Context: an optimization exercise on an open-source flow, tuned for small area and a short achievable clock period. The choices shown serve that exercise and are no tape-out recipe. Where RTL was checked, it was by simulation tests only, not by an equivalence proof against the original. No functional check of the RTL was part of runs 1 and 5. In runs 3 to 6 the design's own scripts or RTL, not TritonCTS, make the clock network. The clock input has no modelled driver; a real chip could not lean on it and would need a root buffer or a full tree. No activity file was given, so power comes from the tool's default toggle rates.

`flow/config.mk`:
```
export PLATFORM = sky130hd
export DESIGN_NAME = syn_fifo
export DESIGN_NICKNAME = syn_fifo
export VERILOG_FILES = /design/flow/design.v
export SDC_FILE = /design/flow/constraint.sdc
export NUM_CORES = 8
export LEC_CHECK = 0
export CAP_MARGIN = 20
export CORE_MARGIN = 2
export CORE_UTILIZATION = 60
export SETUP_SLACK_MARGIN = 1.8
export SLEW_MARGIN = 20
export SYNTH_MEMORY_MAX_BITS = 4096
```
`flow/constraint.sdc`:
```
create_clock -name core_clock -period 4.0 [get_ports {clk}]
set_input_delay 0.8000 -clock core_clock [delete_from_list [all_inputs] [get_ports {clk}]]
set_output_delay 0.8000 -clock core_clock [all_outputs]
set_load 0.01 [all_outputs]
```
`flow/design.v`:
```
module ram_dp_ar_aw (
  input             clk,
  input             we,         
  input       [7:0] wcol,       
  input       [4:0] wrow,       
  input       [7:0] wdata,
  input      [31:0] row_sel,    
  input      [31:0] row_sel0,   
  output reg [63:0] col_q       
);
reg [7:0] mem [0:255];
integer r, c;
always @(posedge clk)
  for (r = 0; r < 32; r = r + 1)
    for (c = 0; c < 8; c = c + 1)
      if (we && wcol[c] && wrow == r)
        mem[8*r+c] <= wdata;
reg [63:0] col_d;
always @(*) begin
  col_d = 64'd0;
  for (c = 0; c < 8; c = c + 1)
    for (r = 0; r < 32; r = r + 1)
      col_d[8*c +: 8] = col_d[8*c +: 8] |
        (mem[8*r+c] & {8{(c == 0) ? row_sel0[r] : row_sel[r]}});
end
always @(posedge clk)
  col_q <= col_d;
endmodule
module syn_fifo (
  input        clk,
  input        rst,
  input        wr_cs,
  input        rd_cs,
  input  [7:0] data_in,
  input        rd_en,
  input        wr_en,
  output [7:0] data_out,
  output       empty,
  output       full
);
wire wr = wr_cs & wr_en;
wire rd = rd_cs & rd_en;
reg        wr_q;
reg  [7:0] din_q, din_qq;
reg  [7:1] wr_col_h;           
reg        wr_col0_n;
reg  [4:0] wr_row;             
wire [7:0] wr_col = {wr_col_h, ~wr_col0_n};
always @(posedge clk or posedge rst)
  if (rst)
    wr_q <= 1'b0;
  else
    wr_q <= wr;
always @(posedge clk) begin
  din_q  <= data_in;
  din_qq <= din_q;
end
always @(posedge clk or posedge rst)
  if (rst) begin
    wr_col_h  <= 7'd0;
    wr_col0_n <= 1'b0;
    wr_row    <= 5'd0;
  end else if (wr_q) begin
    wr_col_h  <= wr_col[6:0];
    wr_col0_n <= ~wr_col[7];
    if (wr_col[7])
      wr_row <= wr_row + 5'd1;
  end
reg  [7:1]  rd_col_h;
reg         rd_col0_n;
reg  [31:1] rd_row_h;
reg         rd_row0_n;
reg  [31:1] rd_nrow_h;         
reg         rd_nrow0_n;
wire [7:0]  rd_col  = {rd_col_h, ~rd_col0_n};
wire [31:0] rd_row  = {rd_row_h, ~rd_row0_n};
wire [31:0] rd_row0 = {rd_nrow_h, ~rd_nrow0_n};
always @(posedge clk or posedge rst)
  if (rst) begin
    rd_col_h   <= 7'd0;
    rd_col0_n  <= 1'b0;
    rd_row_h   <= 31'd0;
    rd_row0_n  <= 1'b0;
    rd_nrow_h  <= 31'd0;
    rd_nrow0_n <= 1'b0;
  end else if (rd) begin
    rd_col_h  <= rd_col[6:0];
    rd_col0_n <= ~rd_col[7];
    if (rd_col[7]) begin
      rd_row_h  <= rd_row[30:0];
      rd_row0_n <= ~rd_row[31];
    end
    if (rd_col[0]) begin
      rd_nrow_h  <= rd_row0[30:0];
      rd_nrow0_n <= ~rd_row0[31];
    end
  end
reg  [7:0] status_cnt;
reg        not_empty, is1, is2, is254, full_r;
reg        byp1, byp2;     
wire       inc = wr & ~rd;
wire       dec = rd & ~wr;
always @(posedge clk or posedge rst)
  if (rst) begin
    status_cnt <= 8'd0;
    not_empty  <= 1'b0;
    is1        <= 1'b0;
    is2        <= 1'b0;
    is254      <= 1'b0;
    full_r     <= 1'b0;
  end else if (dec) begin
    status_cnt <= status_cnt - 8'd1;
    not_empty  <= ~is1;
    is1        <= is2;
    is2        <= (status_cnt == 8'd3);
    is254      <= full_r;
    full_r     <= 1'b0;
  end else if (inc) begin
    status_cnt <= status_cnt + 8'd1;
    not_empty  <= 1'b1;
    is1        <= ~not_empty;
    is2        <= is1;
    is254      <= (status_cnt == 8'd253);
    full_r     <= is254;
  end
always @(posedge clk or posedge rst)
  if (rst) begin
    byp1 <= 1'b0;
    byp2 <= 1'b0;
  end else begin
    byp1 <= wr   & (rd ? is1 : ~not_empty);
    byp2 <= wr_q & (rd ? is2 : is1);
  end
assign empty = ~not_empty;
assign full  = full_r;
wire [63:0] col_q;
reg  [7:0]  col_word;
integer c;
always @(*) begin
  col_word = 8'd0;
  for (c = 0; c < 8; c = c + 1)
    col_word = col_word | (col_q[8*c +: 8] & {8{rd_col[c]}});
end
wire [7:0] head = byp1 ? din_q : (byp2 ? din_qq : col_word);
reg [7:0] data_out_r;
always @(posedge clk or posedge rst)
  if (rst)
    data_out_r <= 8'd0;
  else if (rd)
    data_out_r <= head;
assign data_out = data_out_r;
ram_dp_ar_aw DP_RAM (
  .clk      (clk),
  .we       (wr_q),
  .wcol     (wr_col),
  .wrow     (wr_row),
  .wdata    (din_q),
  .row_sel  (rd_row),
  .row_sel0 (rd_row0),
  .col_q    (col_q)
);
endmodule
```
`flow/run.sh`:
```
#!/bin/bash
# synth_recipe.tcl (not shown) runs the flow's synth.tcl, then flattens the netlist and writes it again
# the make line also repeats each setting of config.mk as NAME=value (left out here)
make -C /OpenROAD-flow-scripts/flow DESIGN_CONFIG=/design/flow/config.mk WORK_HOME=/design/flow/orfs CLKGATE_MAP_FILE= SYNTH_SCRIPT=/design/flow/synth_recipe.tcl finish
```
==> results of run 1 <==
[area by class of cell]
cell class                 count  area [um2]  area share
antenna                       18        45.0    0.000478
timing repair buffer         511        5340      0.0567
clock inverter               106         781     0.00829
sequential                  2237       66000       0.700
multi-input combinational   1901       13700       0.146
clock buffer                 295        6010      0.0638
tap                         1768        2210      0.0235
inverter                      24         114     0.00121
[registers in the layout (all words and copies together) (netlist names)]
name and count:
is254 1, is1 1, wr_col_h 7, not_empty 1, data_out_r 8, byp2 1, rd_nrow_h 31, DP_RAM.mem 2048
full_r 1, wr_col0_n 1, wr_row 5, rd_nrow0_n 1, byp1 1, rd_col_h 7, status_cnt 8, rd_row_h 31
rd_row0_n 1, wr_q 1, is2 1, din_qq 8, DP_RAM.col_q 64, rd_col0_n 1, din_q 8
[logic make-up (layout without fill, tap and decap cells)]
logic type,Yosys count,in the layout,share of synthesized area
AO/OA/AOI/OAI,1124,1124,0.105
other,0,18,0
flip-flops,2237,2237,0.822
adder cells (fa/ha/maj),14,14,0.00228
buffers and inverters,302,936,0.0157
AND/OR/NAND/NOR,690,690,0.0448
multiplexers,68,68,0.00955
XOR/XNOR,5,5,0.000547
[how the worst min path moves through the flow]
| stage | startpoint | end | slack, ns | depth (start not counted) |
|---|---|---|---|---|
| finish | data_in[7] | din_q[7] | 0.37 | 1 |
| global route | data_in[3] | din_q[3] | 0.36 | 1 |
| CTS | data_in[7] | din_q[7] | 0.32 | 1 |
| detailed placement | data_out_r[7] | data_out_r[7] | 0.47 | 2 |
| global placement | wr_col0_n | wr_col0_n | 0.46 | 1 |
| floorplan | not_empty | byp1 | 0.42 | 1 |
[stage by stage]
step,total power (W),util
after CTS,0.0525,0.704
after floorplan,0.0296,-
after global placement,0.0325,0.632
after global routing,0.0541,0.708
after detailed placement,0.0326,0.632
final,0.0533,0.709
[per-layer routing]
layer / part of all wire / up-vias
met3: 0.16 / 944
li1: - / 19342
met5: 0.00050 / -
met1: 0.35 / 26116
met4: 0.061 / 22
met2: 0.43 / 4655
[power by group through the flow]
stage	sequential (W)	combinational (W)	clock, W
after CTS	0.0272	0.00559	0.0197
after detailed placement	0.0280	0.00453	0
after global routing	0.0272	0.00625	0.0206
after global placement	0.0280	0.00451	0
final	0.0273	0.00622	0.0198
after floorplan	0.0270	0.00265	0
[timing repair]
action	4_1_cts	5_1_grt
cloned	0	0
pin swaps	3	17
resized for setup	240	80
buffers inserted	148	23
hold buffers	0	0
endpoints found under the setup margin	1531	1275
[cells in the final DEF (no fill, tap or decap), types with 44 or more instances in the layout]
| cell | Yosys | layout |
|---|---|---|
| clkbuf_1 | 153 | 53 |
| clkbuf_16 | 0 | 220 |
| or4_1 | 65 | 52 |
| nor2_1 | 262 | 169 |
| nor2_4 | 0 | 50 |
| mux2_2 | 67 | 67 |
| a22oi_1 | 1014 | 1011 |
| clkinv_2 | 0 | 44 |
| edfxtp_1 | 2048 | 2048 |
| buf_6 | 5 | 47 |
| buf_4 | 2 | 345 |
| dfxtp_1 | 80 | 72 |
| dfrtp_1 | 109 | 70 |
| buf_12 | 0 | 93 |
| nand4_1 | 258 | 258 |
==> flow_summary_export.csv, run 1 <==
group,metric,value,unit
sta,clock.fmax,423,MHz
clocking,path_clk_slew,0.06,ns
yosys,syn_nets,4468,
yosys,synth_top_flop_cell,"edfxtp_1",
floorplanning,die-area,136000,um2
global_route,use_met2,0.628,
yosys,ys_ff_latch,2237,
sta,finalSetupViolCount,0,
setup_path,crit_buf_inv,3,
setup_path,required,4.54,ns
yosys,synth_top_cell_by_area,"edfxtp_1",
sta,min_period,2.36,ns
setup_path,critPathSlowestCell,"dfrtp_1",
yosys,ys_types,47,
setup_path,cp_max_fo,8,
sta,relSlewSlack,0.326,
clocking,root_buffer,"clkbuf_16",
setup_path,crit_family,"buffers and inverters",
yosys,synth_top_area_share,0.768,
power,pwr-share-comb,0.117,
yosys,synth_common_cells,"edfxtp_1 (2048), a22oi_1 (1014), nor2_1 (262)",
clocking,cts_sinks,2237,
setup_path,cp_common_cell,"buf_4",
global_route,use_met3,0.157,
power,peakVddDrop,0.512,mV
finish,drive_above_1_share,0.214,
routing,drc,0,
placed_design,port_buffers,23,
floorplanning,rows,134,
setup_path,rrSetupSlack,1.64,ns
sta,timing.hold.ws,0.373,ns
flow_run,drv_cap,0,
setup_path,slowest_delay,0.42,ns
clocking,cts_buffer_depth,3,
global_route,grt_pass1_vias,46932,
power,p_leak,30.1,nW
global_route,grt_antenna_before_repair,23,
setup_path,timing.rr.start,"wr_row[1]",
worst_hold_path,hp-class,"primary input to register",
setup_path,end_kind,"register",
global_route,globalRouteOverflowTotal,0,
sta,setup-tns-final,0,ns
routing,vias_per_cell,7.45,
sta,post-route-period-util,0.590,
power,p_seq_frac,0.512,
sta,worst_slack,1.64,ns
finish,synthToLayoutAreaGrowth,17.7,%
yosys,syn_area_per_cell,18.0,um2
routing,drtPass1Iterations,8,
global_route,grt_pass1_wl,401000,um
sta,tightest_slew,1.01,ns
clocking,cts_buffers,214,
yosys,async_flop_share,0.0487,
setup_path,cp.depth,6,
power,pwr_density_cell,566,nW/um2
setup_path,critPathLaunch,"wr_row[1]",
floorplanning,io_pins,24,
yosys,ys_warn_count,3,
yosys,synthesis.area,80100,um2
power,pwr-share-clk,0.371,
yosys,synthCells,4440,
placed_design,place.gp.congestion,0.911,
finish,finalNonFillerCells,6860,
yosys,synth_seq_area_share,0.822,
global_route,track_usage,0.440,
setup_path,crit_arrival,2.90,ns
sta,finClkSkew,0.0294,ns
global_route,grt_max_degree,135,
global_route,busiest_layer,"met2",
setup_path,crit_path_end,"DP_RAM.mem[166][1]",
placed_design,dp.cells,6270,
sta,rsz0062_at_grt,"true",
setup_path,reg2reg_to,"DP_RAM.mem[166][1]",
routing,post_drt_wl_per_cell,43.5,um
clocking,cts_tree,"built",
routing,drtIter0Drc,9878,
sta,hold_viol,0,
clocking,worstSkewPairLatency,0.86,ns
placed_design,post-place-ws,0.855,ns
placed_design,dp_hpwl,158000,um
yosys,synth_area_leaders,"edfxtp_1 (77%), a22oi_1 (9.5%), dfrtp_1 (3.4%)",
finish,final_area,94200,um2
global_route,use_met1,0.604,
clocking,htree_levels,4,
power,switching_power,0.0141,W
floorplanning,die_x,369,um
finish,fillers,8387,
placed_design,place_area,84100,um2
routing,routed_wl,299000,um
routing,vias,51079,
setup_path,critPathKind,"register to register",
routing,final_antenna_net_count,0,
outcome,outcome,"timing/DRC/antenna clean",
setup_path,reg2regPathDepth,6,
yosys,synth_most_common_cell,"edfxtp_1",
setup_path,worstSetupStartpointType,"register",
setup_path,crit_path_cell_trace,"inv_1, ha_2, nand3_2, buf_4, nor2_1, buf_4",
finish,finalNetCount,4917,
power,p_int,0.0392,W
power,p_sw_frac,0.264,
sta,slew_violations,0,
floorplanning,start_util,0.602,
yosys,synth-edff-count,2048,
floorplanning,coreArea,133000,um2
floorplanning,die_y,369,um
==> run 2: changes to the inputs <==
--- a/flow/design.v
+++ b/flow/design.v
@@ -1,20 +1,23 @@
 module ram_dp_ar_aw (
   input             clk,
   input             we,         
-  input       [7:0] wcol,       
-  input       [4:0] wrow,       
+  input      [15:0] wlo,        
+  input      [15:0] whi,        
   input       [7:0] wdata,
   input      [31:0] row_sel,    
   input      [31:0] row_sel0,   
   output reg [63:0] col_q       
 );
 reg [7:0] mem [0:255];
+genvar wi;
+generate
+  for (wi = 0; wi < 256; wi = wi + 1) begin : wr_g
+    always @(posedge clk)
+      if (we && whi[wi/16] && wlo[wi%16])
+        mem[wi] <= wdata;
+  end
+endgenerate
 integer r, c;
-always @(posedge clk)
-  for (r = 0; r < 32; r = r + 1)
-    for (c = 0; c < 8; c = c + 1)
-      if (we && wcol[c] && wrow == r)
-        mem[8*r+c] <= wdata;
 reg [63:0] col_d;
 always @(*) begin
   col_d = 64'd0;
@@ -42,10 +45,12 @@
 wire rd = rd_cs & rd_en;
 reg        wr_q;
 reg  [7:0] din_q, din_qq;
-reg  [7:1] wr_col_h;           
-reg        wr_col0_n;
-reg  [4:0] wr_row;             
-wire [7:0] wr_col = {wr_col_h, ~wr_col0_n};
+reg  [15:1] wr_lo_h;           
+reg         wr_lo0_n;          
+reg  [15:1] wr_hi_h;           
+reg         wr_hi0_n;
+wire [15:0] wr_lo = {wr_lo_h, ~wr_lo0_n};
+wire [15:0] wr_hi = {wr_hi_h, ~wr_hi0_n};
 always @(posedge clk or posedge rst)
   if (rst)
     wr_q <= 1'b0;
@@ -57,14 +62,17 @@
 end
 always @(posedge clk or posedge rst)
   if (rst) begin
-    wr_col_h  <= 7'd0;
-    wr_col0_n <= 1'b0;
-    wr_row    <= 5'd0;
+    wr_lo_h  <= 15'd0;
+    wr_lo0_n <= 1'b0;
+    wr_hi_h  <= 15'd0;
+    wr_hi0_n <= 1'b0;
   end else if (wr_q) begin
-    wr_col_h  <= wr_col[6:0];
-    wr_col0_n <= ~wr_col[7];
-    if (wr_col[7])
-      wr_row <= wr_row + 5'd1;
+    wr_lo_h  <= wr_lo[14:0];
+    wr_lo0_n <= ~wr_lo[15];
+    if (wr_lo[15]) begin
+      wr_hi_h  <= wr_hi[14:0];
+      wr_hi0_n <= ~wr_hi[15];
+    end
   end
 reg  [7:1]  rd_col_h;
 reg         rd_col0_n;
@@ -95,32 +103,43 @@
       rd_nrow0_n <= ~rd_row0[31];
     end
   end
-reg  [7:0] status_cnt;
+reg  [7:0] cnt_q;
+reg        inc_q, dec_q;
 reg        not_empty, is1, is2, is254, full_r;
 reg        byp1, byp2;     
 wire       inc = wr & ~rd;
 wire       dec = rd & ~wr;
+wire [7:0] cnt = cnt_q + {{7{dec_q}}, dec_q | inc_q};
+wire       cnt_is3   = inc_q ? (cnt_q == 8'd2)   : dec_q ? (cnt_q == 8'd4)   : (cnt_q == 8'd3);
+wire       cnt_is253 = inc_q ? (cnt_q == 8'd252) : dec_q ? (cnt_q == 8'd254) : (cnt_q == 8'd253);
 always @(posedge clk or posedge rst)
   if (rst) begin
-    status_cnt <= 8'd0;
+    cnt_q <= 8'd0;
+    inc_q <= 1'b0;
+    dec_q <= 1'b0;
+  end else begin
+    cnt_q <= cnt;
+    inc_q <= inc;
+    dec_q <= dec;
+  end
+always @(posedge clk or posedge rst)
+  if (rst) begin
     not_empty  <= 1'b0;
     is1        <= 1'b0;
     is2        <= 1'b0;
     is254      <= 1'b0;
     full_r     <= 1'b0;
   end else if (dec) begin
-    status_cnt <= status_cnt - 8'd1;
     not_empty  <= ~is1;
     is1        <= is2;
-    is2        <= (status_cnt == 8'd3);
+    is2        <= cnt_is3;
     is254      <= full_r;
     full_r     <= 1'b0;
   end else if (inc) begin
-    status_cnt <= status_cnt + 8'd1;
     not_empty  <= 1'b1;
     is1        <= ~not_empty;
     is2        <= is1;
-    is254      <= (status_cnt == 8'd253);
+    is254      <= cnt_is253;
     full_r     <= is254;
   end
 always @(posedge clk or posedge rst)
@@ -152,8 +171,8 @@
 ram_dp_ar_aw DP_RAM (
   .clk      (clk),
   .we       (wr_q),
-  .wcol     (wr_col),
-  .wrow     (wr_row),
+  .wlo      (wr_lo),
+  .whi      (wr_hi),
   .wdata    (din_q),
   .row_sel  (rd_row),
   .row_sel0 (rd_row0),
==> run 2 against run 1 <==
  * Via count shrank 3.8%
  * Clock power is essentially flat
  * Die area grew 1.4%
==> flow_summary_export.csv, run 2 <==
group,metric,value,unit
sta,finalSetupViolCount,0,
yosys,async_flop_share,0.0576,
routing,post_drt_wl_per_cell,42.8,um
yosys,synth_seq_area_share,0.817,
routing,drtPass1Iterations,8,
setup_path,timing.rr.start,"rd_row_h[16]",
sta,relSlewSlack,0.307,
worst_hold_path,hold_path_depth,1,
floorplanning,coreArea,134000,um2
setup_path,crit_family,"flip-flops",
clocking,cts_buffers,216,
worst_hold_path,hp-class,"primary input to register",
global_route,globalRouteOverflowTotal,0,
routing,final_antenna_net_count,0,
flow_run,drv_cap,0,
yosys,synth_common_cells,"edfxtp_1 (2048), a22oi_1 (1008), nand4_1 (257)",
worst_hold_path,min_to,"din_q[5]",
finish,largest-register,"DP_RAM.mem",
sta,timing.hold.ws,0.392,ns
sta,clock.fmax,440,MHz
setup_path,reg2reg_to,"DP_RAM.col_q[14]",
yosys,syn_area_per_cell,18.2,um2
global_route,grt_pass1_wl,381000,um
setup_path,cp_max_fo,2,
finish,fillers,8635,
yosys,synth_most_common_cell,"edfxtp_1",
placed_design,port_buffers,23,
yosys,synth_area_leaders,"edfxtp_1 (76%), a22oi_1 (9.3%), dfrtp_1 (4.0%)",
finish,multiInputGateArea,13700,um2
setup_path,crit_buf_inv,1,
placed_design,place.gp.congestion,0.881,
clocking,worstSkewPairLatency,0.85,ns
sta,min_period,2.27,ns
sta,finClkSkew,0.0268,ns
finish,drive_above_1_share,0.161,
finish,final_cell_mix,"edfxtp_1 (2048), a22oi_1 (1005), nand4_1 (257)",
setup_path,crit_path_cell_trace,"buf_6",
routing,routed_wl,282000,um
clocking,cts_buffer_depth,3,
floorplanning,die_y,372,um
outcome,outcome,"timing/DRC/antenna clean",
placed_design,dp_hpwl,151000,um
power,p_leak,30.3,nW
sta,post-route-period-util,0.569,
clocking,postCtsHoldBufs,0,
yosys,synthesis.area,81200,um2
setup_path,end_kind,"primary output",
clocking,cts_sinks,2258,
finish,finalNonFillerCells,6593,
placed_design,dp.cells,6053,
floorplanning,rows,134,
routing,drc,0,
routing,vias_per_cell,7.46,
clocking,root_buffer,"clkbuf_16",
clocking,cts_tree,"built",
setup_path,required,3.20,ns
floorplanning,die-area,138000,um2
sta,setup-tns-final,0,ns
yosys,ys_warn_count,3,
setup_path,critPathKind,"register to primary output",
yosys,ys_ff_latch,2258,
power,pwr_density_cell,508,nW/um2
global_route,grt_pass1_vias,45532,
global_route,track_usage,0.411,
sta,hold_viol,0,
yosys,syn_nets,4498,
finish,reg.largest.list,"DP_RAM.mem (2048), DP_RAM.col_q (64)",
yosys,ys_types,49,
finish,synthToLayoutAreaGrowth,13.8,%
global_route,grt_antenna_before_repair,29,
floorplanning,io_pins,24,
setup_path,worstSetupStartpointType,"register",
yosys,synth_top_cell_by_area,"edfxtp_1",
worst_hold_path,min_from,"data_in[5]",
yosys,synth_top_flop_cell,"edfxtp_1",
sta,rsz0062_at_grt,"true",
yosys,synth_top_area_share,0.757,
floorplanning,die_x,372,um
finish,final_common_cell,"edfxtp_1",
setup_path,critPathSlowestCell,"dfrtp_2",
yosys,synth-edff-count,2048,
setup_path,slowest_delay,0.48,ns
routing,drtIter0Drc,9215,
routing,vias,49154,
power,p_total,0.0470,W
sta,slew_violations,0,
setup_path,rrSetupSlack,1.75,ns
global_route,grt_max_degree,155,
clocking,htree_levels,4,
setup_path,crit_arrival,1.47,ns
finish,final_util,0.690,
yosys,synthCells,4474,
clocking,path_clk_slew,0.07,ns
finish,largest_reg_flops,2048,
sta,tightest_slew,1.04,ns
floorplanning,start_util,0.606,
setup_path,reg2regPathDepth,4,
power,peakVddDrop,0.462,mV
finish,finalNetCount,4653,
finish,seq_area,66500,um2
run 2: changes by cell type in the layout (fill, tap and decap cells not counted), moves of 14 or more:
| cell | previous run | this run |
|---|---|---|
| a21oi_1 | 15 | 31 |
| buf_4 | 345 | 110 |
| buf_6 | 47 | 28 |
| and2_1 | 1 | 15 |
| and3_1 | 3 | 132 |
| nor2_1 | 169 | 20 |
| clkbuf_1 | 53 | 68 |
| dfrtp_1 | 70 | 86 |
| a21o_1 | 1 | 15 |
| nor2_4 | 50 | 2 |
| and3_2 | 0 | 93 |
| nor2_2 | 43 | 8 |
run 2: how the worst max path moves through the flow:
stage,end,depth (start not counted),from
6_report,data_out[3],1,data_out_r[3]
5_1_grt,data_out[2],1,data_out_r[2]
4_1_cts,data_out[2],1,data_out_r[2]
3_5_place_dp,is2,8,rd_cs
3_3_place_gp,is2,8,rd_cs
2_1_floorplan,byp1,1,rst
run 2: through the flow:
stage | area (um2) | worst slack (ns)
floorplan | 81300 | 1.59
global placement | 83500 | 0.791
detailed placement | 83500 | 0.884
CTS | 92100 | 1.55
global route | 92400 | 1.70
finish | 92500 | 1.73
run 2: repair_timing:
item	CTS	global route
cloned	0	0
buffers inserted	105	20
pin swaps	0	7
setup endpoints to repair	1620	247
gates resized for setup	167	42
run 2: cell families after synthesis:
group                    share of synthesized area
adder cells (fa/ha/maj)                    0.00163
AND/OR/NAND/NOR                             0.0498
buffers and inverters                       0.0171
AO/OA/AOI/OAI                                0.105
flip-flops                                   0.817
XOR/XNOR                                  0.000647
multiplexers                               0.00857
run 2: power breakdown:
group / internal [W] / switching (W) / leakage (nW)
Sequential: 0.0258 / 0.000282 / 20.8
Combinational: 0.000256 / 0.000640 / 6.20
Clock: 0.0112 / 0.00876 / 3.36
Total: 0.0373 / 0.00969 / 30.3
run 2: layout make-up:
class / instances / area share
clock buffer: 313 / 0.0666
antenna: 5 / 0.000135
tap: 1768 / 0.0239
inverter: 32 / 0.00148
sequential: 2258 / 0.719
multi-input combinational: 1879 / 0.148
clock inverter: 96 / 0.00740
timing repair buffer: 242 / 0.0331
run 2: per-layer routing:
layer,track usage,routed length [um],vias up
met5,0,159,-
met4,0.182,14200,20
met3,0.119,40700,764
met2,0.597,124000,3974
met1,0.584,103000,25401
li1,-,-,18995
==> run 3: changes to the inputs <==
==> flow/flow/run.sh (new file) <==
#!/bin/bash
# Own flow: the standard layout, except that the clock tree is built by
# flow/mcts.tcl (a shallow H-like tree of clkbuf_16) instead of TritonCTS.
# Every tool's output goes to the ORFS logs under orfs/logs; this script's
# own output goes to run.log.
set -euo pipefail
cd "$(dirname "$0")/.."
exec > >(tee run.log) 2>&1
bash standard.sh PRE_CTS_TCL="$PWD/flow/cts_hook.tcl" finish
==> flow/flow/cts_hook.tcl (new file) <==
# PRE_CTS_TCL hook: build the clock tree by hand (flow/mcts.tcl) in place of
# TritonCTS, then let the rest of ORFS's CTS step (legalisation, timing
# repair) run as usual.
source [file join [file dirname [info script]] mcts.tcl]
set mcts_grids {{12 12} {4 4} {2 2}}
if {[info exists ::env(MCTS_GRIDS)]} { set mcts_grids $::env(MCTS_GRIDS) }
mcts_build $mcts_grids
rename clock_tree_synthesis tritoncts_unused
proc clock_tree_synthesis {args} {
  puts "clock tree built by flow/mcts.tcl"
  set_propagated_clock [all_clocks]
}
==> flow/flow/mcts.tcl (new file) <==
proc mcts_centroid {insts} {
  set sx 0; set sy 0
  foreach b $insts { set l [$b getLocation]; set sx [expr {$sx+[lindex $l 0]}]; set sy [expr {$sy+[lindex $l 1]}] }
  return [list [expr {int($sx/[llength $insts])}] [expr {int($sy/[llength $insts])}]]
}
proc mcts_build {grids {bufname sky130_fd_sc_hd__clkbuf_16}} {
  set block [ord::get_db_block]
  set buf [[ord::get_db] findMaster $bufname]
  set clknet [$block findNet clk]
  set core [$block getCoreArea]
  set x0 [$core xMin]; set y0 [$core yMin]
  set w [expr {double([$core xMax]-$x0)}]; set h [expr {double([$core yMax]-$y0)}]
  # items: list of {iterm x y}
  set items {}
  foreach it [$clknet getITerms] {
    set l [[$it getInst] getLocation]
    lappend items [list $it [lindex $l 0] [lindex $l 1]]
  }
  set lvl 0
  foreach g $grids {
    lassign $g gx gy
    array unset cl
    foreach item $items {
      lassign $item it x y
      set i [expr {max(0,min($gx-1, int(($x-$x0)/$w*$gx)))}]
      set j [expr {max(0,min($gy-1, int(($y-$y0)/$h*$gy)))}]
      lappend cl($i,$j) $item
    }
    set next {}
    foreach key [lsort [array names cl]] {
      lassign [split $key ,] i j
      set sx 0; set sy 0
      foreach item $cl($key) { set sx [expr {$sx+[lindex $item 1]}]; set sy [expr {$sy+[lindex $item 2]}] }
      set n [llength $cl($key)]
      set cx [expr {int($sx/$n)}]; set cy [expr {int($sy/$n)}]
      set bi [odb::dbInst_create $block $buf "ctsbuf_L${lvl}_${i}_${j}"]
      $bi setLocation $cx $cy
      $bi setPlacementStatus PLACED
      set net [odb::dbNet_create $block "clknet_L${lvl}_${i}_${j}"]
      $net setSigType CLOCK
      foreach item $cl($key) { set it [lindex $item 0]; $it disconnect; $it connect $net }
      [$bi findITerm X] connect $net
      lappend next [list [$bi findITerm A] $cx $cy]
    }
    puts "mcts: level $lvl: [llength $next] buffers for [llength $items] loads"
    set items $next
    incr lvl
  }
  foreach item $items { [lindex $item 0] connect $clknet }
}
==> flow/standard.sh (new file) <==
#!/bin/bash
# synth_recipe.tcl (not shown) runs the flow's synth.tcl, then flattens the netlist and writes it again
# the make line also repeats each setting of config.mk as NAME=value (left out here)
make -C /OpenROAD-flow-scripts/flow DESIGN_CONFIG=/design/flow/config.mk WORK_HOME=/design/flow/orfs CLKGATE_MAP_FILE= SYNTH_SCRIPT=/design/flow/synth_recipe.tcl "${@:-finish}"
--- a/flow/config.mk
+++ b/flow/config.mk
@@ -8,6 +8,6 @@
 export CAP_MARGIN = 20
 export CORE_MARGIN = 2
 export CORE_UTILIZATION = 60
-export SETUP_SLACK_MARGIN = 1.8
+export SETUP_SLACK_MARGIN = 2.1
 export SLEW_MARGIN = 20
 export SYNTH_MEMORY_MAX_BITS = 4096
removed: flow/run.sh
==> run 3 against run 2 <==
  * Still clean on timing, DRC and antenna
  * Hold slack improved by 0.15 ns
  * Power fell by 11%
  * Worst setup slack improved by 0.075 ns
  * Critical endpoint is now DP_RAM.col_q[28]
==> flow_summary_export.csv, run 3 <==
group,metric,value,unit
outcome,outcome,"timing/DRC/antenna clean",
sta,finClkSkew,0.0375,ns
global_route,grt_antenna_before_repair,23,
yosys,synth_most_common_cell,"edfxtp_1",
floorplanning,coreArea,134000,um2
routing,final_antenna_net_count,0,
placed_design,port_buffers,23,
sta,rsz0062_at_grt,"true",
power,p_leak,30.3,nW
floorplanning,die_x,372,um
setup_path,end_kind,"register",
routing,drtPass1Iterations,8,
sta,finalSetupViolCount,0,
placed_design,dp_hpwl,151000,um
yosys,syn_nets,4498,
finish,largest-register,"DP_RAM.mem",
setup_path,worstSetupStartpointType,"register",
yosys,ys_warn_count,3,
sta,clock.fmax,455,MHz
sta,hold_viol,0,
sta,setup-tns-final,0,ns
power,pwr_density_cell,445,nW/um2
finish,drive_above_1_share,0.234,
setup_path,required,4.44,ns
setup_path,cp_max_fo,6,
finish,reg.largest.list,"DP_RAM.mem (2048), DP_RAM.col_q (64)",
setup_path,crit_arrival,2.64,ns
sta,timing.hold.ws,0.539,ns
power,peakVddDrop,0.387,mV
yosys,synth_common_cells,"edfxtp_1 (2048), a22oi_1 (1008), nand4_1 (257)",
floorplanning,die_y,372,um
global_route,grt_max_degree,155,
clocking,worstSkewPairLatency,0.58,ns
routing,vias,50853,
flow_run,drv_cap,0,
global_route,globalRouteOverflowTotal,0,
global_route,grt_pass1_wl,399000,um
finish,final_util,0.702,
routing,drc,0,
setup_path,rrSetupSlack,1.80,ns
sta,post-route-period-util,0.550,
placed_design,place.gp.congestion,0.881,
yosys,async_flop_share,0.0576,
finish,finalNonFillerCells,6520,
yosys,synth_seq_area_share,0.817,
routing,post_drt_wl_per_cell,47.0,um
worst_hold_path,hp-class,"register to register",
routing,vias_per_cell,7.80,
placed_design,dp.cells,6053,
floorplanning,die-area,138000,um2
floorplanning,rows,134,
routing,routed_wl,306000,um
sta,relSlewSlack,0.322,
global_route,grt_pass1_vias,45797,
yosys,synthCells,4474,
floorplanning,start_util,0.606,
yosys,synth_top_area_share,0.757,
yosys,ys_ff_latch,2258,
yosys,synth_area_leaders,"edfxtp_1 (76%), a22oi_1 (9.3%), dfrtp_1 (4.0%)",
finish,finalNetCount,4751,
yosys,synthesis.area,81200,um2
finish,largest_reg_flops,2048,
yosys,ys_types,49,
finish,final_cell_mix,"edfxtp_1 (2048), a22oi_1 (827), nand4_1 (257)",
global_route,track_usage,0.431,
clocking,path_clk_slew,0.08,ns
yosys,synth-edff-count,2048,
sta,slew_violations,0,
finish,final_common_cell,"edfxtp_1",
floorplanning,io_pins,24,
yosys,synth_top_cell_by_area,"edfxtp_1",
routing,drtIter0Drc,10078,
yosys,synth_top_flop_cell,"edfxtp_1",
sta,min_period,2.20,ns
yosys,syn_area_per_cell,18.2,um2
sta,tightest_slew,1.01,ns
finish,synthToLayoutAreaGrowth,15.8,%
setup_path,critPathKind,"register to register",
## run 3: cell count changes in the layout (fill, tap and decap cells not counted), sizes merged, moves of 7 or more
cell / previous run / this run
bufbuf: 0 / 7
inv: 39 / 28
bufinv: 8 / 0
buf: 228 / 356
diode: 5 / 27
clkinv: 78 / 3
clkbuf: 314 / 179
## run 3: metrics by stage
| stage | instance area [um2] | setup slack (ns) | total power (W) |
|---|---|---|---|
| after CTS | 92200 | 1.89 | 0.0415 |
| after floorplan | 81300 | 1.59 | 0.0269 |
| after global placement | 83500 | 0.791 | 0.0274 |
| after global routing | 94000 | 1.85 | 0.0425 |
| after detailed placement | 83500 | 0.884 | 0.0274 |
| final | 94000 | 1.80 | 0.0418 |
## run 3: where the power goes
part | leakage [nW] | total, W | switching [W] | internal [W]
clock | 2.02 | 0.0147 | 0.00748 | 0.00725
combinational | 7.61 | 0.000995 | 0.000698 | 0.000297
sequential | 20.7 | 0.0261 | 0.000292 | 0.0258
## run 3: repair_timing
item	4_1_cts	5_1_grt
hold buffers	0	0
pin swaps	96	113
endpoints found under the setup margin	2170	478
resized for setup	470	207
setup buffers	182	47
cloned	29	17
## run 3: layout make-up
type | count | area (um2)
Fill cell | 8311 | 39900
Inverter | 32 | 145
Multi-Input combinational cell | 1879 | 14900
Timing Repair inverter | 1 | 8.76
Sequential cell | 2258 | 66500
Buffer | 164 | 4100
Antenna cell | 27 | 67.6
Tap cell | 1768 | 2210
Timing Repair Buffer | 391 | 6090
## run 3: kinds of logic after synthesis
family / Yosys count / share of synthesized area
AOI/OAI and AO/OA: 1137 / 0.105
xor gates and xnor gates: 6 / 0.000647
adders and majority gates: 10 / 0.00163
buffers and inverters: 337 / 0.0171
DFF: 2258 / 0.817
muxes: 62 / 0.00857
and+or+nand+nor: 664 / 0.0498
## run 3: final timing paths
check | from | endpoint | cells past startpoint
worst max-delay path | rd_row_h[4] | DP_RAM.col_q[28] | 5
worst min-delay path | is254 | is254 | 2
worst max register to register | rd_row_h[4] | DP_RAM.col_q[28] | 5
worst min register to register | is254 | is254 | 2
max in group asynchronous | rst | data_out_r[3] | 3
min in group asynchronous | rst | rd_row_h[19] | 2
## run 3: per-layer routing
metal  GRT usage  vias to the layer above  part of all wire
met3       0.130                      931              0.16
met2       0.618                     4709              0.43
met4       0.206                       14             0.064
met1       0.610                    26157              0.35
met5           0                        -           0.00032
li1            -                    19042                 -
## run 3: critical path: stages (launching register included)
cell,delay (ns)
dfrtp_4,0.52
buf_12,0.18
buf_16,0.16
a22oi_2,0.17
nand4_1,0.36
or4_1,0.63
==> run 4: changes to the inputs <==
--- a/flow/design.v
+++ b/flow/design.v
@@ -4,9 +4,9 @@
   input      [15:0] wlo,        
   input      [15:0] whi,        
   input       [7:0] wdata,
-  input      [31:0] row_sel,    
-  input      [31:0] row_sel0,   
-  output reg [63:0] col_q       
+  input      [15:0] row_sel,    
+  input      [15:0] row_sel0,   
+  output reg [127:0] col_q      
 );
 reg [7:0] mem [0:255];
 genvar wi;
@@ -18,13 +18,13 @@
   end
 endgenerate
 integer r, c;
-reg [63:0] col_d;
+reg [127:0] col_d;
 always @(*) begin
-  col_d = 64'd0;
-  for (c = 0; c < 8; c = c + 1)
-    for (r = 0; r < 32; r = r + 1)
+  col_d = 128'd0;
+  for (c = 0; c < 16; c = c + 1)
+    for (r = 0; r < 16; r = r + 1)
       col_d[8*c +: 8] = col_d[8*c +: 8] |
-        (mem[8*r+c] & {8{(c == 0) ? row_sel0[r] : row_sel[r]}});
+        (mem[16*r+c] & {8{(c == 0) ? row_sel0[r] : row_sel[r]}});
 end
 always @(posedge clk)
   col_q <= col_d;
@@ -74,33 +74,33 @@
       wr_hi0_n <= ~wr_hi[15];
     end
   end
-reg  [7:1]  rd_col_h;
+reg  [15:1] rd_col_h;
 reg         rd_col0_n;
-reg  [31:1] rd_row_h;
+reg  [15:1] rd_row_h;
 reg         rd_row0_n;
-reg  [31:1] rd_nrow_h;         
+reg  [15:1] rd_nrow_h;         
 reg         rd_nrow0_n;
-wire [7:0]  rd_col  = {rd_col_h, ~rd_col0_n};
-wire [31:0] rd_row  = {rd_row_h, ~rd_row0_n};
-wire [31:0] rd_row0 = {rd_nrow_h, ~rd_nrow0_n};
+wire [15:0] rd_col  = {rd_col_h, ~rd_col0_n};
+wire [15:0] rd_row  = {rd_row_h, ~rd_row0_n};
+wire [15:0] rd_row0 = {rd_nrow_h, ~rd_nrow0_n};
 always @(posedge clk or posedge rst)
   if (rst) begin
-    rd_col_h   <= 7'd0;
+    rd_col_h   <= 15'd0;
     rd_col0_n  <= 1'b0;
-    rd_row_h   <= 31'd0;
+    rd_row_h   <= 15'd0;
     rd_row0_n  <= 1'b0;
-    rd_nrow_h  <= 31'd0;
+    rd_nrow_h  <= 15'd0;
     rd_nrow0_n <= 1'b0;
   end else if (rd) begin
-    rd_col_h  <= rd_col[6:0];
-    rd_col0_n <= ~rd_col[7];
-    if (rd_col[7]) begin
-      rd_row_h  <= rd_row[30:0];
-      rd_row0_n <= ~rd_row[31];
+    rd_col_h  <= rd_col[14:0];
+    rd_col0_n <= ~rd_col[15];
+    if (rd_col[15]) begin
+      rd_row_h  <= rd_row[14:0];
+      rd_row0_n <= ~rd_row[15];
     end
     if (rd_col[0]) begin
-      rd_nrow_h  <= rd_row0[30:0];
-      rd_nrow0_n <= ~rd_row0[31];
+      rd_nrow_h  <= rd_row0[14:0];
+      rd_nrow0_n <= ~rd_row0[15];
     end
   end
 reg  [7:0] cnt_q;
@@ -152,12 +152,12 @@
   end
 assign empty = ~not_empty;
 assign full  = full_r;
-wire [63:0] col_q;
+wire [127:0] col_q;
 reg  [7:0]  col_word;
 integer c;
 always @(*) begin
   col_word = 8'd0;
-  for (c = 0; c < 8; c = c + 1)
+  for (c = 0; c < 16; c = c + 1)
     col_word = col_word | (col_q[8*c +: 8] & {8{rd_col[c]}});
 end
 wire [7:0] head = byp1 ? din_q : (byp2 ? din_qq : col_word);
--- a/flow/flow/cts_hook.tcl
+++ b/flow/flow/cts_hook.tcl
@@ -2,7 +2,7 @@
 # TritonCTS, then let the rest of ORFS's CTS step (legalisation, timing
 # repair) run as usual.
 source [file join [file dirname [info script]] mcts.tcl]
-set mcts_grids {{12 12} {4 4} {2 2}}
+set mcts_grids {{12 12 sky130_fd_sc_hd__clkbuf_8} {4 4} {2 2}}
 if {[info exists ::env(MCTS_GRIDS)]} { set mcts_grids $::env(MCTS_GRIDS) }
 mcts_build $mcts_grids
 rename clock_tree_synthesis tritoncts_unused
--- a/flow/flow/mcts.tcl
+++ b/flow/flow/mcts.tcl
@@ -4,8 +4,8 @@
   return [list [expr {int($sx/[llength $insts])}] [expr {int($sy/[llength $insts])}]]
 }
 proc mcts_build {grids {bufname sky130_fd_sc_hd__clkbuf_16}} {
+  set db [ord::get_db]
   set block [ord::get_db_block]
-  set buf [[ord::get_db] findMaster $bufname]
   set clknet [$block findNet clk]
   set core [$block getCoreArea]
   set x0 [$core xMin]; set y0 [$core yMin]
@@ -18,7 +18,9 @@
   }
   set lvl 0
   foreach g $grids {
-    lassign $g gx gy
+    lassign $g gx gy bn
+    if {$bn eq ""} { set bn $bufname }
+    set buf [$db findMaster $bn]
     array unset cl
     foreach item $items {
       lassign $item it x y
==> run 4 against run 3 <==
  * Global-route usage shrank 7.6 points
  * Wire length decreased by 17%
  * Clock skew up 0.021 ns
  * Register-to-register slack lost 0.08 ns
  * Hold slack lost 0.063 ns
  * Worst setup slack got worse by 0.078 ns
  * Via count decreased by 6.2%
  * Synthesized cell count up 2.9%
  * Critical path type unchanged
  * Critical endpoint is now data_out_r[6]
  * Highest routed layer unchanged
==> flow_summary_export.csv, run 4 <==
group,metric,value,unit
setup_path,critPathKind,"register to register",
floorplanning,start_util,0.606,
placed_design,place.gp.congestion,0.884,
finish,finalNetCount,4742,
routing,vias,47680,
yosys,synth_most_common_cell,"edfxtp_1",
setup_path,critPathSlowestCell,"a222oi_1",
yosys,synth_top_cell_by_area,"edfxtp_1",
worst_hold_path,min_to,"DP_RAM.col_q[116]",
finish,drive_above_1_share,0.164,
yosys,synthCells,4603,
flow_run,drv_cap,0,
routing,drtIter0Drc,7315,
yosys,ys_warn_count,3,
setup_path,end_kind,"register",
worst_hold_path,hp-class,"register to register",
yosys,ys_ff_latch,2298,
setup_path,slowest_delay,0.77,ns
outcome,outcome,"timing/DRC/antenna clean",
setup_path,cp_max_fo,5,
yosys,synth_area_leaders,"edfxtp_1 (75%), a221oi_1 (5.5%), a22o_1 (4.1%)",
power,pwr_density_cell,467,nW/um2
sta,finClkSkew,0.0589,ns
global_route,grt_antenna_before_repair,22,
yosys,synth_seq_area_share,0.815,
finish,final_common_cell,"edfxtp_1",
setup_path,required,4.46,ns
setup_path,crit_path_cell_trace,"a222oi_1, nand3_1, a2111oi_4, o31ai_1",
worst_hold_path,min_from,"DP_RAM.mem[174][4]",
clocking,worstSkewPairLatency,0.58,ns
sta,setup-tns-final,0,ns
finish,final_cell_mix,"edfxtp_1 (2048), a221oi_1 (415), a22o_1 (382)",
placed_design,dp_hpwl,142000,um
sta,post-route-period-util,0.569,
sta,hold_viol,0,
sta,tightest_slew,1.02,ns
sta,clock.fmax,439,MHz
yosys,ys_types,42,
routing,vias_per_cell,7.31,
global_route,track_usage,0.355,
yosys,syn_nets,4627,
routing,post_drt_wl_per_cell,39.2,um
yosys,synth_top_area_share,0.747,
finish,largest-register,"DP_RAM.mem",
yosys,async_flop_share,0.0461,
sta,finalSetupViolCount,0,
worst_hold_path,hold_path_depth,2,
sta,rsz0062_at_grt,"true",
global_route,grt_max_degree,165,
routing,drtPass1Iterations,7,
routing,drc,0,
global_route,globalRouteOverflowTotal,0,
setup_path,crit_arrival,2.74,ns
floorplanning,die_y,374,um
floorplanning,coreArea,136000,um2
global_route,grt_pass1_wl,350000,um
finish,reg.largest.list,"DP_RAM.mem (2048), DP_RAM.col_q (128)",
setup_path,timing.rr.start,"rd_col_h[3]",
yosys,synthesis.area,82300,um2
yosys,syn_area_per_cell,17.9,um2
sta,min_period,2.28,ns
clocking,path_clk_slew,0.11,ns
floorplanning,rows,135,
yosys,synth_common_cells,"edfxtp_1 (2048), a221oi_1 (513), a22o_1 (384)",
finish,largest_reg_flops,2048,
setup_path,reg2regPathDepth,4,
setup_path,worstSetupStartpointType,"register",
global_route,grt_pass1_vias,44255,
routing,final_antenna_net_count,0,
power,peakVddDrop,0.356,mV
yosys,synth-edff-count,2048,
power,p_total,0.0422,W
floorplanning,io_pins,24,
power,p_leak,29.8,nW
setup_path,rrSetupSlack,1.72,ns
routing,routed_wl,256000,um
sta,relSlewSlack,0.318,
setup_path,reg2reg_to,"data_out_r[6]",
sta,slew_violations,0,
yosys,synth_top_flop_cell,"edfxtp_1",
floorplanning,die-area,140000,um2
placed_design,port_buffers,23,
floorplanning,die_x,374,um
finish,synthToLayoutAreaGrowth,9.86,%
-- run 4: worst max-delay path by stage --
stage | startpoint | to | slack, ns | depth (start not counted)
final | rd_col_h[3] | data_out_r[6] | 1.72 | 4
after global routing | rd_col_h[3] | data_out_r[6] | 1.82 | 4
after CTS | rd_col_h[3] | data_out_r[6] | 1.85 | 4
after detailed placement | rd_en | is2 | 1.18 | 9
after global placement | rd_cs | is2 | 1.15 | 9
after floorplan | din_q[6] | DP_RAM.mem[0][6] | 1.50 | 0
-- run 4: per-stage QoR --
step                 util  instance area [um2]  std cells  hold slack, ns  setup slack (ns)
finish              0.666                90400       6525           0.476              1.72
global route        0.665                90300       6497           0.496              1.82
CTS                 0.657                89200       6452           0.472              1.85
detailed placement  0.626                85000       6202           0.451              1.18
global placement    0.626                85000       6202           0.445              1.15
floorplan               -                82300       4603           0.423              1.50
-- run 4: cells by family (layout without fill, tap and decap cells) --
group                      Yosys count  count (layout)  synth area share
DFF                               2298            2298             0.815
AOI/OAI and AO/OA                 1159            1159             0.115
buffers and inverters              489             602            0.0227
muxes                               44              44           0.00599
xor gates and xnor gates             7               7          0.000745
other                                0              28                 0
adders and majority gates           10              10           0.00161
and+or+nand+nor                    596             596            0.0396
-- run 4: what timing repair did --
item	in CTS	in global routing
gates cloned	2	6
setup endpoints to repair	2116	327
buffers inserted	84	37
pin swaps	24	27
hold buffers	0	0
hold endpoints to repair	0	0
gates resized for setup	241	145
-- run 4: critical path, delay by kind of cell (launching register included) --
| kind | cells | cell delay (ns) |
|---|---|---|
| AO/OA/AOI/OAI | 3 | 1.34 |
| flip-flops | 1 | 0.44 |
| AND/OR/NAND/NOR | 1 | 0.41 |
-- run 4: layout make-up --
cell class,count,area (um2)
multi-input cells,1816,14400
well taps,1781,2230
flip-flops and latches,2298,67200
plain buffers,164,2480
repair buffers,276,3370
diodes,28,70.1
fillers,9192,45400
inverters,162,614
-- run 4: report_power, final --
part | internal, W | leakage [nW] | switching (W)
clock network | 0.00418 | 1.28 | 0.00711
logic | 0.00126 | 7.57 | 0.00210
registers | 0.0266 | 20.9 | 0.000988
total | 0.0320 | 29.8 | 0.0102
-- run 4: layer usage --
layer | GRT usage | wire, um
met2 | 0.542 | 118000
met1 | 0.529 | 99400
met5 | 0 | 88
met3 | 0.0658 | 29700
met4 | 0.105 | 8440
==> run 5: changes to the inputs <==
--- a/flow/design.v
+++ b/flow/design.v
@@ -105,7 +105,8 @@
   end
 reg  [7:0] cnt_q;
 reg        inc_q, dec_q;
-reg        not_empty, is1, is2, is254, full_r;
+reg        empty_r, is1, is2, is254, full_r;
+wire       not_empty = ~empty_r;
 reg        byp1, byp2;     
 wire       inc = wr & ~rd;
 wire       dec = rd & ~wr;
@@ -124,22 +125,27 @@
   end
 always @(posedge clk or posedge rst)
   if (rst) begin
-    not_empty  <= 1'b0;
     is1        <= 1'b0;
     is2        <= 1'b0;
     is254      <= 1'b0;
-    full_r     <= 1'b0;
   end else if (dec) begin
-    not_empty  <= ~is1;
     is1        <= is2;
     is2        <= cnt_is3;
     is254      <= full_r;
-    full_r     <= 1'b0;
   end else if (inc) begin
-    not_empty  <= 1'b1;
     is1        <= ~not_empty;
     is2        <= is1;
     is254      <= cnt_is253;
+  end
+always @(posedge clk)
+  if (rst) begin
+    empty_r    <= 1'b1;
+    full_r     <= 1'b0;
+  end else if (dec) begin
+    empty_r    <= is1;
+    full_r     <= 1'b0;
+  end else if (inc) begin
+    empty_r    <= 1'b0;
     full_r     <= is254;
   end
 always @(posedge clk or posedge rst)
@@ -150,7 +156,7 @@
     byp1 <= wr   & (rd ? is1 : ~not_empty);
     byp2 <= wr_q & (rd ? is2 : is1);
   end
-assign empty = ~not_empty;
+assign empty = empty_r;
 assign full  = full_r;
 wire [127:0] col_q;
 reg  [7:0]  col_word;
@@ -162,7 +168,7 @@
 end
 wire [7:0] head = byp1 ? din_q : (byp2 ? din_qq : col_word);
 reg [7:0] data_out_r;
-always @(posedge clk or posedge rst)
+always @(posedge clk)
   if (rst)
     data_out_r <= 8'd0;
   else if (rd)
==> flow/flow/run.sh (replaced) <==
#!/bin/bash
# Own flow: the standard layout, except that
#  - the clock tree is built by flow/mcts.tcl (a shallow tree of clock
#    buffers over a grid of flip-flop clusters) instead of TritonCTS, and
#  - sky130_fd_sc_hd__a222oi_1, which comes in one weak size only, is added
#    to the platform's don't-use list, so that synthesis does not put it on
#    paths that the resizer then cannot speed up.
# Every tool's output goes to the ORFS logs under orfs/logs; this script's
# own output goes to run.log.
set -euo pipefail
cd "$(dirname "$0")/.."
exec > >(tee run.log) 2>&1
DU="sky130_fd_sc_hd__probe_p_8 sky130_fd_sc_hd__probec_p_8 sky130_fd_sc_hd__lpflow_bleeder_1 sky130_fd_sc_hd__lpflow_clkbufkapwr_1 sky130_fd_sc_hd__lpflow_clkbufkapwr_16 sky130_fd_sc_hd__lpflow_clkbufkapwr_2 sky130_fd_sc_hd__lpflow_clkbufkapwr_4 sky130_fd_sc_hd__lpflow_clkbufkapwr_8 sky130_fd_sc_hd__lpflow_clkinvkapwr_1 sky130_fd_sc_hd__lpflow_clkinvkapwr_16 sky130_fd_sc_hd__lpflow_clkinvkapwr_2 sky130_fd_sc_hd__lpflow_clkinvkapwr_4 sky130_fd_sc_hd__lpflow_clkinvkapwr_8 sky130_fd_sc_hd__lpflow_decapkapwr_12 sky130_fd_sc_hd__lpflow_decapkapwr_3 sky130_fd_sc_hd__lpflow_decapkapwr_4 sky130_fd_sc_hd__lpflow_decapkapwr_6 sky130_fd_sc_hd__lpflow_decapkapwr_8 sky130_fd_sc_hd__lpflow_inputiso0n_1 sky130_fd_sc_hd__lpflow_inputiso0p_1 sky130_fd_sc_hd__lpflow_inputiso1n_1 sky130_fd_sc_hd__lpflow_inputiso1p_1 sky130_fd_sc_hd__lpflow_inputisolatch_1 sky130_fd_sc_hd__lpflow_isobufsrc_1 sky130_fd_sc_hd__lpflow_isobufsrc_16 sky130_fd_sc_hd__lpflow_isobufsrc_2 sky130_fd_sc_hd__lpflow_isobufsrc_4 sky130_fd_sc_hd__lpflow_isobufsrc_8 sky130_fd_sc_hd__lpflow_isobufsrckapwr_16 sky130_fd_sc_hd__lpflow_lsbuf_lh_hl_isowell_tap_1 sky130_fd_sc_hd__lpflow_lsbuf_lh_hl_isowell_tap_2 sky130_fd_sc_hd__lpflow_lsbuf_lh_hl_isowell_tap_4 sky130_fd_sc_hd__lpflow_lsbuf_lh_isowell_4 sky130_fd_sc_hd__lpflow_lsbuf_lh_isowell_tap_1 sky130_fd_sc_hd__lpflow_lsbuf_lh_isowell_tap_2 sky130_fd_sc_hd__lpflow_lsbuf_lh_isowell_tap_4 sky130_fd_sc_hd__a222oi_1"
bash standard.sh DONT_USE_CELLS="$DU" PRE_CTS_TCL="$PWD/flow/cts_hook.tcl" finish
--- a/flow/flow/cts_hook.tcl
+++ b/flow/flow/cts_hook.tcl
@@ -2,7 +2,7 @@
 # TritonCTS, then let the rest of ORFS's CTS step (legalisation, timing
 # repair) run as usual.
 source [file join [file dirname [info script]] mcts.tcl]
-set mcts_grids {{12 12 sky130_fd_sc_hd__clkbuf_8} {4 4} {2 2}}
+set mcts_grids {{14 14 sky130_fd_sc_hd__clkbuf_8} {4 4} {2 2}}
 if {[info exists ::env(MCTS_GRIDS)]} { set mcts_grids $::env(MCTS_GRIDS) }
 mcts_build $mcts_grids
 rename clock_tree_synthesis tritoncts_unused
--- a/flow/config.mk
+++ b/flow/config.mk
@@ -8,6 +8,6 @@
 export CAP_MARGIN = 20
 export CORE_MARGIN = 2
 export CORE_UTILIZATION = 60
-export SETUP_SLACK_MARGIN = 2.1
+export SETUP_SLACK_MARGIN = 2.0
 export SLEW_MARGIN = 20
 export SYNTH_MEMORY_MAX_BITS = 4096
==> run 5 against run 4 <==
  * Maximum frequency grew 9.5%
  * Synthesized cell count increased by 0.87%
  * Area after synthesis up 0.99%
  * Final area down 0.33%
  * Sequential cell count unchanged
  * Hold slack got worse by 0.010 ns
  * Still clean
  * Register-to-register slack improved by 0.20 ns
  * First-iteration DRC count decreased by 9.2%
  * Global-route usage is 0.52 points lower
  * Worst setup slack gained 0.20 ns
  * Clock skew increased by 0.00054 ns
  * Power rose by 3.8%
==> flow_summary_export.csv, run 5 <==
group,metric,value,unit
setup_path,reg2reg_to,"data_out_r[1]",
global_route,globalRouteOverflowTotal,0,
routing,drtIter0Drc,6643,
finish,drive_above_1_share,0.157,
yosys,syn_nets,4667,
placed_design,dp_hpwl,139000,um
outcome,outcome,"timing/DRC/antenna clean",
sta,setup-tns-final,0,ns
yosys,synth_common_cells,"edfxtp_1 (2048), a221oi_1 (464), a22o_1 (400)",
routing,drc,0,
setup_path,worstSetupStartpointType,"register",
yosys,synth_top_area_share,0.740,
worst_hold_path,min_from,"DP_RAM.mem[135][1]",
yosys,async_flop_share,0.0418,
placed_design,port_buffers,23,
yosys,ys_types,53,
sta,tightest_slew,1.19,ns
global_route,track_usage,0.350,
clocking,path_clk_slew,0.09,ns
finish,largest-register,"DP_RAM.mem",
worst_hold_path,hp-class,"register to register",
yosys,ys_ff_latch,2298,
routing,routed_wl,250000,um
worst_hold_path,hold_path_depth,2,
finish,finalNetCount,4771,
setup_path,end_kind,"register",
finish,multiInputGateArea,14400,um2
finish,seq_area,67200,um2
sta,rsz0062_at_grt,"true",
floorplanning,coreArea,137000,um2
routing,post_drt_wl_per_cell,38.2,um
setup_path,critPathKind,"register to register",
flow_run,drv_cap,0,
global_route,grt_max_degree,112,
worst_hold_path,min_to,"DP_RAM.col_q[57]",
sta,clock.fmax,481,MHz
clocking,worstSkewPairLatency,0.58,ns
finish,fillers,9444,
finish,largest_reg_flops,2048,
power,p_leak,29.6,nW
placed_design,place.gp.congestion,0.860,
yosys,synth_top_flop_cell,"edfxtp_1",
routing,vias,46726,
floorplanning,die_x,376,um
routing,final_antenna_net_count,0,
sta,post-route-period-util,0.520,
global_route,grt_pass1_wl,347000,um
routing,drtPass1Iterations,6,
yosys,syn_area_per_cell,17.9,um2
finish,final_cell_mix,"edfxtp_1 (2048), a221oi_1 (446), a22o_1 (400)",
global_route,grt_antenna_before_repair,10,
yosys,synth_most_common_cell,"edfxtp_1",
floorplanning,die-area,142000,um2
setup_path,timing.rr.start,"rd_col_h[9]",
yosys,synth_area_leaders,"edfxtp_1 (74%), a221oi_1 (4.9%), a22o_1 (4.2%)",
setup_path,required,4.47,ns
floorplanning,die_y,376,um
finish,synthToLayoutAreaGrowth,8.42,%
power,pwr_density_cell,486,nW/um2
setup_path,rrSetupSlack,1.92,ns
yosys,synth-edff-count,2048,
setup_path,reg2regPathDepth,5,
sta,finalSetupViolCount,0,
floorplanning,start_util,0.604,
sta,relSlewSlack,0.206,
sta,timing.hold.ws,0.466,ns
global_route,grt_pass1_vias,44445,
setup_path,cp_max_fo,10,
yosys,ys_warn_count,3,
finish,reg.largest.list,"DP_RAM.mem (2048), DP_RAM.col_q (128)",
yosys,synth_seq_area_share,0.806,
routing,vias_per_cell,7.13,
yosys,synthCells,4643,
power,peakVddDrop,0.340,mV
floorplanning,rows,136,
yosys,synth_top_cell_by_area,"edfxtp_1",
sta,hold_viol,0,
setup_path,crit_arrival,2.55,ns
finish,final_common_cell,"edfxtp_1",
sta,slew_violations,0,
yosys,synthesis.area,83100,um2
floorplanning,io_pins,24,
sta,finClkSkew,0.0594,ns
sta,min_period,2.08,ns
-- run 5: cell types whose count changed after synthesis, moves of 23 or more --
cell / change
buf_6: +37
buf_2: +75
clkbuf_1: -99
buf_1: -23
a221oi_1: -49
a221oi_2: +62
nand2_1: +34
-- run 5: kinds of logic (layout without fill, tap and decap cells) --
| logic type | after synthesis | in the layout | share of synthesized area |
|---|---|---|---|
| buffers and inverters | 481 | 583 | 0.0268 |
| multiplexers | 32 | 32 | 0.00452 |
| XOR/XNOR | 7 | 7 | 0.000738 |
| AO/OA/AOI/OAI | 1151 | 1151 | 0.118 |
| AND/OR/NAND/NOR | 664 | 664 | 0.0426 |
| adder cells (fa/ha/maj) | 10 | 10 | 0.00160 |
| flip-flops | 2298 | 2298 | 0.806 |
| other | 0 | 11 | 0 |
-- run 5: layout make-up --
cell class / instances / share of cell area
Timing Repair Buffer: 213 / 0.0279
Buffer: 216 / 0.0355
Sequential cell: 2298 / 0.745
Multi-Input combinational cell: 1864 / 0.160
Inverter: 154 / 0.00651
Antenna cell: 11 / 0.000305
Tap cell: 1794 / 0.0249
-- run 5: routing by layer --
layer	GRT usage	up-vias	wire, um
met5	0	-	13
met4	0.117	2	9310
met3	0.0645	472	26300
met2	0.530	2732	114000
met1	0.520	24455	100000
li1	-	19065	-
-- run 5: per-stage QoR --
step | instances | total power (W) | worst slack (ns) | cell area, um2 | utilization
2_1_floorplan | 4643 | 0.0295 | 1.78 | 83100 | -
3_3_place_gp | 6265 | 0.0314 | 1.19 | 85400 | 0.621
3_5_place_dp | 6265 | 0.0314 | 1.18 | 85400 | 0.621
4_1_cts | 6533 | 0.0437 | 1.82 | 89700 | 0.653
5_1_grt | 6539 | 0.0448 | 1.99 | 90100 | 0.655
6_report | 6550 | 0.0438 | 1.92 | 90100 | 0.655
-- run 5: repair_timing --
| item | in CTS | in global routing |
|---|---|---|
| cloned | 3 | 0 |
| hold buffers | 0 | 0 |
| buffers inserted | 49 | 6 |
| endpoints found under the setup margin | 1379 | 597 |
| pin swaps | 4 | 4 |
| gates resized for setup | 152 | 133 |
-- run 5: worst max path at each step --
| stage | from | endpoint | slack (ns) | cells past startpoint |
|---|---|---|---|---|
| after global placement | rd_cs | rd_nrow_h[11] | 1.19 | 8 |
| final | rd_col_h[9] | data_out_r[1] | 1.92 | 5 |
| after floorplan | rd_cs | is2 | 1.78 | 8 |
| after global routing | rd_cs | data_out_r[6] | 1.99 | 9 |
| after CTS | wr_q | DP_RAM.mem[14][0] | 1.82 | 3 |
| after detailed placement | rd_cs | rd_nrow_h[7] | 1.18 | 8 |
-- run 5: critical path, stage by stage, from the launching register on --
cell	delay, ns
dfrtp_1	0.67
a22o_1	0.48
a221oi_1	0.31
nand4_1	0.27
nor2_1	0.18
nor3_1	0.06
-- run 5: power by group --
group          total (W)  switching (W)  internal [W]  leakage (nW)
clock network     0.0126        0.00729       0.00529          1.66
registers         0.0278        0.00117        0.0266          20.9
logic            0.00341        0.00215       0.00126          7.04
total             0.0438         0.0106        0.0332          29.6
==> run 6: changes to the inputs <==
--- a/flow/design.v
+++ b/flow/design.v
@@ -105,8 +105,7 @@
   end
 reg  [7:0] cnt_q;
 reg        inc_q, dec_q;
-reg        empty_r, is1, is2, is254, full_r;
-wire       not_empty = ~empty_r;
+reg        not_empty, is1, is2, is254, full_r;
 reg        byp1, byp2;     
 wire       inc = wr & ~rd;
 wire       dec = rd & ~wr;
@@ -125,27 +124,22 @@
   end
 always @(posedge clk or posedge rst)
   if (rst) begin
+    not_empty  <= 1'b0;
     is1        <= 1'b0;
     is2        <= 1'b0;
     is254      <= 1'b0;
+    full_r     <= 1'b0;
   end else if (dec) begin
+    not_empty  <= ~is1;
     is1        <= is2;
     is2        <= cnt_is3;
     is254      <= full_r;
+    full_r     <= 1'b0;
   end else if (inc) begin
+    not_empty  <= 1'b1;
     is1        <= ~not_empty;
     is2        <= is1;
     is254      <= cnt_is253;
-  end
-always @(posedge clk)
-  if (rst) begin
-    empty_r    <= 1'b1;
-    full_r     <= 1'b0;
-  end else if (dec) begin
-    empty_r    <= is1;
-    full_r     <= 1'b0;
-  end else if (inc) begin
-    empty_r    <= 1'b0;
     full_r     <= is254;
   end
 always @(posedge clk or posedge rst)
@@ -156,7 +150,7 @@
     byp1 <= wr   & (rd ? is1 : ~not_empty);
     byp2 <= wr_q & (rd ? is2 : is1);
   end
-assign empty = empty_r;
+assign empty = ~not_empty;
 assign full  = full_r;
 wire [127:0] col_q;
 reg  [7:0]  col_word;
@@ -168,7 +162,7 @@
 end
 wire [7:0] head = byp1 ? din_q : (byp2 ? din_qq : col_word);
 reg [7:0] data_out_r;
-always @(posedge clk)
+always @(posedge clk or posedge rst)
   if (rst)
     data_out_r <= 8'd0;
   else if (rd)
==> run 6 against run 5 <==
  * Die area is 0.95% lower
  * Critical path type is now register to primary output
  * Maximum frequency is 0.62% higher
  * Sequential cell count stayed put
  * Wire length is 0.85% higher
  * Final area is 0.57% lower
==> flow_summary_export.csv, run 6 <==
group,metric,value,unit
outcome,outcome,"timing/DRC/antenna clean",
setup_path,required,3.20,ns
yosys,synth_most_common_cell,"edfxtp_1",
sta,hold_viol,0,
setup_path,crit_arrival,1.27,ns
yosys,synth_top_family_by_area,"compound AO/OA/AOI/OAI gates",
finish,reg.largest.list,"DP_RAM.mem (2048), DP_RAM.col_q (128)",
yosys,synthXorXnorAreaFrac,0.000745,
yosys,synth_compound_area_frac,0.114,
finish,finalNonFillerCells,6515,
sta,rsz0062_at_grt,"true",
setup_path,reg2reg_to,"DP_RAM.col_q[46]",
yosys,synth_seq_area_share,0.814,
sta,post-route-period-util,0.517,
power,pwr_density_cell,482,nW/um2
yosys,synth_top_area_share,0.747,
power,p_leak,29.6,nW
power,peakVddDrop,0.338,mV
global_route,busiest_layer,"met2",
yosys,synth_top_flop_cell,"edfxtp_1",
yosys,async_flop_share,0.0461,
finish,final_util,0.660,
global_route,use_met3,0.0731,
global_route,track_usage,0.355,
setup_path,crit_path_cell_trace,"inv_1, clkbuf_2",
global_route,globalRouteOverflowTotal,0,
routing,drtPass1Iterations,5,
sta,relSlewSlack,0.335,
floorplanning,die_y,374,um
setup_path,cp_max_fo,3,
routing,final_antenna_net_count,0,
floorplanning,die-area,140000,um2
setup_path,crit_family,"flip-flops",
finish,largest_reg_flops,2048,
placed_design,dp.cells,6205,
global_route,use_met2,0.530,
flow_run,drv_cap,0,
finish,synthToLayoutAreaGrowth,8.86,%
floorplanning,start_util,0.606,
yosys,ys_warn_count,3,
setup_path,reg2regPathDepth,5,
sta,tightest_slew,0.997,ns
floorplanning,die_x,374,um
global_route,use_met1,0.530,
routing,drc,0,
setup_path,end_kind,"primary output",
floorplanning,coreArea,136000,um2
finish,drive_above_1_share,0.125,
floorplanning,rows,135,
clocking,path_clk_slew,0.08,ns
sta,setup-tns-final,0,ns
finish,final_cell_mix,"edfxtp_1 (2048), a221oi_1 (484), a22o_1 (384)",
placed_design,dp_hpwl,137000,um
clocking,postCtsHoldBufs,0,
floorplanning,io_pins,24,
sta,finalSetupViolCount,0,
sta,finClkSkew,0.0665,ns
worst_hold_path,min_from,"not_empty",
placed_design,place.gp.congestion,0.885,
yosys,synthSimpleGateAreaFrac,0.0404,
worst_hold_path,hold_path_depth,1,
yosys,synthesis.area,82300,um2
routing,drtIter0Drc,7007,
routing,vias,46989,
finish,finalNetCount,4743,
setup_path,worstSetupStartpointType,"register",
global_route,grt_pass1_wl,349000,um
setup_path,critPathSlowestCell,"dfrtp_1",
global_route,grt_max_degree,97,
routing,post_drt_wl_per_cell,38.7,um
yosys,ys_ff_latch,2298,
setup_path,critPathKind,"register to primary output",
yosys,ys_types,40,
yosys,synth_common_cells,"edfxtp_1 (2048), a221oi_1 (513), a22o_1 (384)",
routing,vias_per_cell,7.21,
setup_path,rrSetupSlack,1.94,ns
sta,slew_violations,0,
yosys,muxShareOfSynthArea,0.00599,
worst_hold_path,hp-class,"register to register",
yosys,synth_top_cell_by_area,"edfxtp_1",
global_route,grt_antenna_before_repair,26,
yosys,syn_area_per_cell,17.9,um2
finish,final_common_cell,"edfxtp_1",
worst_hold_path,min_to,"byp1",
yosys,synthCells,4610,
yosys,synth_area_leaders,"edfxtp_1 (75%), a221oi_1 (5.5%), a22o_1 (4.1%)",
setup_path,timing.rr.start,"rd_row_h[1]",
setup_path,crit_buf_inv,2,
sta,clock.fmax,484,MHz
clocking,worstSkewPairLatency,0.60,ns
global_route,grt_pass1_vias,43899,
yosys,syn_nets,4634,
sta,min_period,2.07,ns
routing,routed_wl,252000,um
yosys,synth-edff-count,2048,
setup_path,slowest_delay,0.39,ns
yosys,synthAdderAreaFrac,0.00161,
finish,largest-register,"DP_RAM.mem",
placed_design,port_buffers,23,
==> run 6: cell count changes after synthesis, sizes merged, moves of 8 or more <==
cell	previous run	this run
a2111oi	1	9
a221oi	526	513
a22o	400	384
a22oi	24	48
buf	146	53
clkbuf	181	273
dfrtp	96	106
dfxtp	154	144
mux2	29	42
nand2	208	177
nand3	12	2
nand4	138	148
nor2	29	19
nor3	11	1
==> run 6: what timing repair did <==
| item | CTS | global route |
|---|---|---|
| pin swaps | 8 | 8 |
| setup endpoints to repair | 1589 | 71 |
| resized for setup | 125 | 39 |
| setup buffers | 70 | 7 |
| cloned | 0 | 0 |
==> run 6: worst max-delay path by stage <==
| stage | startpoint | end | depth (start not counted) |
|---|---|---|---|
| after floorplan | din_q[6] | DP_RAM.mem[0][6] | 0 |
| after global placement | rd_cs | is2 | 9 |
| after detailed placement | wr_cs | is2 | 8 |
| after CTS | not_empty | empty | 2 |
| after global routing | not_empty | empty | 2 |
| final | not_empty | empty | 2 |
==> run 6: cell families after synthesis <==
group	after synthesis
DFF	2298
and+or+nand+nor	608
xor gates and xnor gates	7
adders and majority gates	10
AOI/OAI and AO/OA	1159
buffers and inverters	484
muxes	44
==> run 6: power by group <==
part           internal (W)  switching, W  leakage, nW
clock network       0.00529       0.00725         1.66
logic               0.00112       0.00200         6.96
registers            0.0266       0.00101         21.0
==> run 6: final cells by class <==
type	instances	area, um2
diodes	17	42.5
well taps	1781	2230
repair buffers	217	2570
fillers	9276	46200
multi-input cells	1828	13800
flip-flops and latches	2298	67200
inverters	158	597
plain buffers	216	3200
==> run 6: routing by layer <==
layer,share of wire,vias to the layer above
met2,0.45,2938
met1,0.40,24597
li1,-,18966
met4,0.039,14
met5,0.00037,-
met3,0.11,474
==> run 6: per-stage QoR <==
stage	area, um2	hold WS [ns]	power (W)	worst slack, ns
finish	89600	0.465	0.0432	1.93
CTS	89300	0.469	0.0430	1.81
detailed placement	84900	0.454	0.0308	1.08
global route	89600	0.485	0.0442	1.88
floorplan	82300	0.423	0.0290	1.50
global placement	84900	0.451	0.0308	1.05
==> run 6: worst reg2reg max path, stage by stage (launching register included) <==
cell and delay [ns]:
dfrtp_4 0.58, buf_4 0.18, buf_12 0.16, a22o_1 0.30, a221oi_1 0.52, nand4_1 0.15
